This is an optimization exercise on Yosys and OpenROAD, whose aim is small area, not a production implementation. At most, simulation tests tie the RTL to the original design; equivalence was not proved. The flow treats the clock pin as an ideal source. Dropping or thinning the clock tree relies on that and would not hold on a real chip.

==> module arbitor, before the edit <==
module arbitor (
    input      clk,
    input      rst,
    input      link_initialized,
    input      iotx_tvalid,
    input      event_in_0,
    input      event_in_1,
    input      event_in_2,
    input      event_in_3,
    input      event_in_4,
    input      event_in_5,
    input      event_in_6,
    input      event_in_7,
    input      event_in_8,
    output     event_out_0,
    output     event_out_1,
    output     event_out_2,
    output     event_out_3,
    output     event_out_4,
    output     event_out_5,
    output     event_out_6,
    output     event_out_7,
    output     event_out_8
);
    reg  [3:0] q [0:8];    
    reg  [3:0] o;          
    reg  [7:0] flag;       
    reg        pop;        
    reg        dec;        
    wire ready = ~(o[3] & o[1] & ~o[0]);
    wire [8:0] ev  = {event_in_8, event_in_7, event_in_6, event_in_5, event_in_4,
                      event_in_3, event_in_2, event_in_1, event_in_0};
    wire [8:0] act = ev | {1'b0, flag};
    wire [8:0] higher;
    assign higher[8] = 1'b0;
    genvar k;
    generate
        for (k = 7; k >= 0; k = k - 1) begin : g_hi
            assign higher[k] = higher[k+1] | act[k+1];
        end
    endgenerate
    wire any = higher[0] | act[0];
    wire [3:0] code;
    assign code[3] = act[8];
    assign code[2] = higher[3] & ~act[8];
    assign code[1] = higher[5] & ~act[8] | higher[1] & ~higher[3];
    assign code[0] = act[7] & ~act[8] | act[5] & ~higher[5] | act[3] & ~higher[3] | act[1] & ~higher[1];
    wire busy    = higher[5] | ev[5] | (|act[4:0]);
    wire empty   = o[3] & o[1];    
    wire replay  = ~iotx_tvalid & ~busy & ~pop & ~empty;
    wire full    = o[3] & ~o[1];
    wire blocked = replay & (o[3] | o[2] & o[1] & o[0]);    
    wire accept  = ready & any & ~blocked;
    wire inc = accept & ~dec & ~full | ~ready & link_initialized;
    wire dn  = dec & ~accept & ~empty;
    wire [3:0] o_tog;
    assign o_tog[0] = inc | dn;
    assign o_tog[1] = inc & o[0] | dn & ~o[0];
    assign o_tog[2] = inc & o[0] & o[1] | dn & ~o[0] & ~o[1];
    assign o_tog[3] = inc & o[0] & o[1] & o[2] | dn & ~o[0] & ~o[1] & ~o[2];
    always @(posedge clk) begin
        if (accept) begin
            q[0] <= code;
            q[1] <= q[0];
            q[2] <= q[1];
            q[3] <= q[2];
            q[4] <= q[3];
            q[5] <= q[4];
            q[6] <= q[5];
            q[7] <= q[6];
            q[8] <= q[7];
        end
    end
    always @(posedge clk) begin
        flag[4:0] <= {5{ready}} & act[4:0] & higher[4:0];
        flag[7:6] <= {2{ready}} & act[7:6] & higher[7:6];
        flag[5]   <= ready & act[5] & higher[5] | blocked & flag[5];
        dec       <= replay & ~accept;
    end
    always @(posedge clk or posedge rst) begin
        if (rst) begin
            o     <= 4'd14;
            pop   <= 1'b0;
        end else begin
            pop <= replay;
            o <= o ^ o_tog;
        end
    end
    reg [3:0] head;
    always @* begin
        case (o[2:0])
            3'd0: head = q[0];
            3'd1: head = q[1];
            3'd2: head = q[2];
            3'd3: head = q[3];
            3'd4: head = q[4];
            3'd5: head = q[5];
            3'd6: head = q[6];
            default: head = q[7];
        endcase
        if (o[3])
            head = q[8];
    end
    assign event_out_0 = pop & (head == 4'd0);
    assign event_out_1 = pop & (head[2:0] == 3'd1);
    assign event_out_2 = pop & (head[2:0] == 3'd2);
    assign event_out_3 = pop & (head[2:0] == 3'd3);
    assign event_out_4 = pop & (head[2:0] == 3'd4);
    assign event_out_5 = pop & (head[2:0] == 3'd5);
    assign event_out_6 = pop & (head[2:0] == 3'd6);
    assign event_out_7 = pop & (head[2:0] == 3'd7);
    assign event_out_8 = pop & head[3];
endmodule
clock: 5.0 ns
lec_check: 0
abc_area: 1
cap_margin: 0
core_margin: 2
core_utilization: 60
slew_margin: 0
standard.sh (not shown) runs the stock make flow with config.mk's settings and CLKGATE_MAP_FILE= SYNTH_SCRIPT=/design/flow/synth_recipe.tcl, a recipe that flattens the netlist after the stock synthesis.
==> flow/flow/run.sh <==
#!/bin/bash
# Standard ORFS layout with these changes:
#  - ports are buffered with the smallest buffer (buf_1);
#  - after floorplan, the logic between registers is re-synthesised for area
#    with OpenROAD's restructure (registers untouched) and cells are sized
#    down; the later timing repair sizes up whatever needs it;
#  - after CTS, the clock tree's dummy loads and its root buffer are removed
#    (the clock port then drives the four leaf clock buffers), and leaf
#    buffers are sized down where the estimated clock slew stays low.
set -euo pipefail
here=$(pwd)
mkdir -p $here/rmp
export RMP_WORK_DIR=$here/rmp
export BUFFER_PORTS_ARGS="-buffer_cell sky130_fd_sc_hd__buf_1"
export POST_FLOORPLAN_TCL=$here/flow/post_floorplan.tcl
export POST_CTS_TCL=$here/flow/post_cts.tcl
export TRIM_CLOCK_PORT=clk
export SHRINK_CELLS="sky130_fd_sc_hd__clkbuf_4"
export SHRINK_MAX_SLEW=0.110
bash standard.sh > $here/standard.log 2>&1
Other scripts of this flow, unchanged in this note and not shown: flow/flow/downsize.tcl, flow/flow/post_cts.tcl, flow/flow/post_floorplan.tcl, flow/flow/shrink_leaves.tcl, flow/flow/trim_lib.py
Rerun with:
--- a/flow/design.v
+++ b/flow/design.v
@@ -53,11 +53,4 @@
     wire blocked = replay & (o[3] | o[2] & o[1] & o[0]);    
     wire accept  = ready & any & ~blocked;
-    wire inc = accept & ~dec & ~full | ~ready & link_initialized;
-    wire dn  = dec & ~accept & ~empty;
-    wire [3:0] o_tog;
-    assign o_tog[0] = inc | dn;
-    assign o_tog[1] = inc & o[0] | dn & ~o[0];
-    assign o_tog[2] = inc & o[0] & o[1] | dn & ~o[0] & ~o[1];
-    assign o_tog[3] = inc & o[0] & o[1] & o[2] | dn & ~o[0] & ~o[1] & ~o[2];
     always @(posedge clk) begin
         if (accept) begin
@@ -85,5 +78,8 @@
         end else begin
             pop <= replay;
-            o <= o ^ o_tog;
+            if (accept & ~dec & ~full | ~ready & link_initialized)
+                o <= o + 4'd1;
+            else if (dec & ~accept & ~empty)
+                o <= o - 4'd1;
         end
     end
After rerunning: Final cell count goes up by 2.5%. Wire length is higher by 4.8%. Worst hold slack gains 0.0035 ns. Worst setup slack is worse by 0.29 ns. Die area came out higher by 2.2%. Utilization falls by 0.12 points. Global-route usage goes up by 0.52 points.
Function not checked in the first run of this note: the RTL went through the layout flow alone.

-- re-timing with driven ports --
How much do the figures lean on ideal ports? The routed layouts below were timed once more, with nothing changed but the port constraints.
Step 1, drivers: a clkbuf_16 drives clk and a buf_2 each remaining input, both assumed.
Step 2 moves the port delays by t, midway between the first and last clock arrival at a register: inputs arrive t later, outputs are due t later. That takes back most of the time a late clock gives input paths.
a / b / c = ideal / step 1 / step 2; a / b = the first two.
run	t, ns	slack for setup (ns)	clock arrival spread, ns	worst register clock-pin slew, ns
the first run	0.195	1.371 / 1.323 / 1.206	0.032 / 0.032	0.10 / 0.10
the second run	0.198	1.080 / 1.105 / 0.907	0.021 / 0.020	0.10 / 0.10
After both steps setup and hold are still met in every run listed. For the second run, which loses most, drivers alone change the setup slack by +0.025 ns; drivers and shift together by -0.173 ns.
